This is an optimization exercise on Yosys and OpenROAD, whose aim is small area, not a production implementation.
Only simulation tests tie the RTL to the original design; equivalence was not proved.
No activity file was given, so power comes from the tool's default toggle rates.

main:
Design ALU_top, start of the top module:
module ALU_top (
    input  wire        clk,
    input  wire [31:0] operand1,
    input  wire [31:0] operand2,
    input  wire [2:0]  opcode,
    input  wire        is_signed,
    output reg  [31:0] alu_res
);
    reg [31:0] op1_q, op2_q;
    reg [2:0]  opc_q;
    reg        sgn_q;
    wire [31:0] res;
    always @(posedge clk) begin
        op1_q   <= operand1;
        op2_q   <= operand2;
        opc_q   <= opcode;
        sgn_q   <= is_signed;
        alu_res <= res;
    end
    ALU u_alu (
        .operand1(op1_q),
        .operand2(op2_q),
        .alu_res(res),
        .opcode(opc_q),
        .is_signed(sgn_q)
    );
endmodule
Size in the first run: about 610 cells after synthesis, roughly 100 I/O pins, roughly 5300 um^2 of cells after synthesis.
Settings: LEC_CHECK=0, CAP_MARGIN=20, CORE_MARGIN=2, CORE_UTILIZATION=45, SLEW_MARGIN=20; clock period 4.5 ns.
standard.sh (not shown) runs the stock make flow with config.mk's settings and CLKGATE_MAP_FILE= SYNTH_SCRIPT=/design/flow/synth_recipe.tcl, a recipe that flattens the netlist after the stock synthesis.
==> flow/flow/run.sh <==
#!/bin/bash
# Own flow: the ALU is written as a netlist of cell models (ALU_<cell>, see gen/).
# Swap each model for the sky130 cell of the same function and pins, then run the
# standard ORFS flow on that design. Everything else is the standard layout.
set -euo pipefail
cd "$(dirname "$0")/.."
DESIGN=${FLOW_DESIGN:-$PWD/design.v}
sed -e '/CELL MODELS BEGIN/,/CELL MODELS END/d' \
    -e 's/^\(\s*\)ALU_\([a-z0-9]*\) /\1sky130_fd_sc_hd__\2_1 /' "$DESIGN" > "$PWD/mapped.v"
grep -c 'sky130_fd_sc_hd__' "$PWD/mapped.v" > map.log
bash standard.sh VERILOG_FILES="$PWD/mapped.v" finish > standard.log 2>&1
main was carried through to the last stage, and its layout satisfied the timing, design-rule and antenna checks.
### main -> the feature branch
Settings: setting GPL_TIMING_DRIVEN to 0 for the first time.
--- a/flow/flow/run.sh
+++ b/flow/flow/run.sh
@@ -4 +4,2 @@
-# standard ORFS flow on that design. Everything else is the standard layout.
+# standard ORFS flow on that design, with plain buf_1 cells as the port buffers and
+# a clock tree of clkbuf_8 without dummy loads.
@@ -11 +12,4 @@
-bash standard.sh VERILOG_FILES="$PWD/mapped.v" finish > standard.log 2>&1
+bash standard.sh VERILOG_FILES="$PWD/mapped.v" \
+    BUFFER_PORTS_ARGS="-buffer_cell sky130_fd_sc_hd__buf_1" \
+    CTS_ARGS="-sink_clustering_enable -repair_clock_nets -dont_use_dummy_load -buf_list sky130_fd_sc_hd__clkbuf_8" \
+    finish > standard.log 2>&1
Findings:
Taking main as the reference point, the power of the feature branch falls by about 16%. Comparing the two runs side by side, the feature branch comes out behind main on worst hold slack. Looking at post-placement cell count, the feature branch sits about 1.4% below main. For main, the highest-delay cell along the critical path was sky130_fd_sc_hd__a21oi_1, unlike the feature branch, where it was sky130_fd_sc_hd__dfxtp_1.

========
## umber
Starting RTL as in the previous note.
Design ALU_top, start of the top module:
module ALU_top (
    input  wire        clk,
    input  wire [31:0] operand1,
    input  wire [31:0] operand2,
    input  wire [2:0]  opcode,
    input  wire        is_signed,
    output reg  [31:0] alu_res
);
==> flow/config.mk <==
export PLATFORM = sky130hd
export DESIGN_NAME = ALU_top
export DESIGN_NICKNAME = ALU_top
export VERILOG_FILES = /design/flow/design.v
export SDC_FILE = /design/flow/constraint.sdc
export NUM_CORES = 4
export LEC_CHECK = 0
export CAP_MARGIN = 20
export CORE_MARGIN = 2
export CORE_UTILIZATION = 45
export SLEW_MARGIN = 20
==> flow/constraint.sdc <==
create_clock -name core_clock -period 4.5 [get_ports {clk}]
set_input_delay 0.9000 -clock core_clock [delete_from_list [all_inputs] [get_ports {clk}]]
set_output_delay 0.9000 -clock core_clock [all_outputs]
set_load 0.01 [all_outputs]
==> flow/flow/run.sh <==
#!/bin/bash
# Own flow: the ALU is written as a netlist of cell models (ALU_<cell>, see gen/).
# Swap each model for the sky130 cell of the same function and pins, then run the
# standard ORFS flow on that design, with plain buf_1 cells as the port buffers and
# a clock tree of clkbuf_8 without dummy loads.
set -euo pipefail
cd "$(dirname "$0")/.."
DESIGN=${FLOW_DESIGN:-$PWD/design.v}
sed -e '/CELL MODELS BEGIN/,/CELL MODELS END/d' \
    -e 's/^\(\s*\)ALU_\([a-z0-9]*\) /\1sky130_fd_sc_hd__\2_1 /' "$DESIGN" > "$PWD/mapped.v"
grep -c 'sky130_fd_sc_hd__' "$PWD/mapped.v" > map.log
bash standard.sh VERILOG_FILES="$PWD/mapped.v" \
    BUFFER_PORTS_ARGS="-buffer_cell sky130_fd_sc_hd__buf_1" \
    CTS_ARGS="-sink_clustering_enable -repair_clock_nets -dont_use_dummy_load -buf_list sky130_fd_sc_hd__clkbuf_8" \
    finish > standard.log 2>&1
Relative to umber, the following input files were edited for amber:
--- a/flow/flow/run.sh
+++ b/flow/flow/run.sh
@@ -3,4 +3,3 @@
 # Swap each model for the sky130 cell of the same function and pins, then run the
-# standard ORFS flow on that design, with plain buf_1 cells as the port buffers and
-# a clock tree of clkbuf_8 without dummy loads.
+# standard ORFS flow on that design, with plain buf_1 cells as the port buffers.
 set -euo pipefail
@@ -13,3 +12,2 @@
     BUFFER_PORTS_ARGS="-buffer_cell sky130_fd_sc_hd__buf_1" \
-    CTS_ARGS="-sink_clustering_enable -repair_clock_nets -dont_use_dummy_load -buf_list sky130_fd_sc_hd__clkbuf_8" \
     finish > standard.log 2>&1
--- a/flow/config.mk
+++ b/flow/config.mk
@@ -10,2 +10,3 @@
 export CORE_UTILIZATION = 45
+export CTS_BUF_LIST = sky130_fd_sc_hd__clkbuf_8
 export SLEW_MARGIN = 20
==> summary.txt <==
Looking only at first-iteration DRC count, and setting everything else aside, the lower value of umber and amber goes to amber. Reported for umber and amber, total number of multi-input combinational cells turned out identical to the last digit. Post-CTS clock slew at the launch and capture registers of the worst setup and hold paths essentially unchanged between amber and umber. Fraction of power consumed by the clock network: amber > umber. Non-filler instance count after layout is higher on amber. Per the comparison of amber with umber, pin count of the biggest net entering global routing was more or less identical, wire length went up by 0.78%, top achievable clock speed went up by 0.73 MHz, sequential share of layout area went down by 0.42 points.
Relative to amber, the following input files were edited for yarrow:
--- a/flow/flow/run.sh
+++ b/flow/flow/run.sh
@@ -3,3 +3,4 @@
 # Swap each model for the sky130 cell of the same function and pins, then run the
-# standard ORFS flow on that design, with plain buf_1 cells as the port buffers.
+# standard ORFS flow on that design, with plain buf_1 cells as the port buffers and
+# a clock tree of clkbuf_8 without dummy loads.
 set -euo pipefail
@@ -12,2 +13,3 @@
     BUFFER_PORTS_ARGS="-buffer_cell sky130_fd_sc_hd__buf_1" \
+    CTS_ARGS="-sink_clustering_enable -repair_clock_nets -dont_use_dummy_load -buf_list sky130_fd_sc_hd__clkbuf_8" \
     finish > standard.log 2>&1
--- a/flow/config.mk
+++ b/flow/config.mk
@@ -9,4 +9,4 @@
 export CORE_MARGIN = 2
-export CORE_UTILIZATION = 45
-export CTS_BUF_LIST = sky130_fd_sc_hd__clkbuf_8
+export CORE_UTILIZATION = 65
+export GPL_TIMING_DRIVEN = 0
 export SLEW_MARGIN = 20
Notes after the runs:
- Per the comparison of yarrow with amber, global-route track usage on met2 climbed 19 points; routed wire length on met2 dropped 87 µm; overall routing resource usage went up 12 points.
- A slowest cell on the critical path of sky130_fd_sc_hd__a21oi_1 is what amber shows, while sky130_fd_sc_hd__o21ai_1 belongs to yarrow.
- On net switching power, yarrow and amber are basically level.
- yarrow consumes less power than amber does.
- Cmp yarrow and amber / tap cell count / higher: amber
- [compare] base=amber new=yarrow: number of buffers other than clock buffers in the final layout moved down; met3 layer usage reported by global route +4.4 points; final hold slack now sits higher; setup slack of the critical path after layout saw a decrease.

[what the ideal ports hide]
Ports are ideal in the flow. The routed layouts listed here were re-timed in OpenROAD.
Step 1, drivers: a clkbuf_16 drives clk and a buf_2 each remaining input, both assumed.
Step 2 moves the port delays by t, midway between the first and last clock arrival at a register: inputs arrive t later, outputs are due t later. That takes back most of the time a late clock gives input paths.
Slacks: no drivers / after step 1 / after step 2; pairs: no drivers / after step 1.
run | t, ns | setup slack, ns | latest minus earliest clock arrival (ns) | pins driven straight from the clock port
main | 0.392 | 0.385 / 0.385 / 0.385 | 0.007 / 0.006 | 1
the feature branch | 0.407 | 0.373 / 0.373 / 0.373 | 0.020 / 0.021 | 1
umber | 0.401 | 0.245 / 0.245 / 0.245 | 0.014 / 0.013 | 1
amber | 0.414 | 0.258 / 0.258 / 0.258 | 0.008 / 0.007 | 1
yarrow | 0.388 | 0.147 / 0.147 / 0.147 | 0.038 / 0.038 | 1
After both steps every run listed still meets setup and hold.
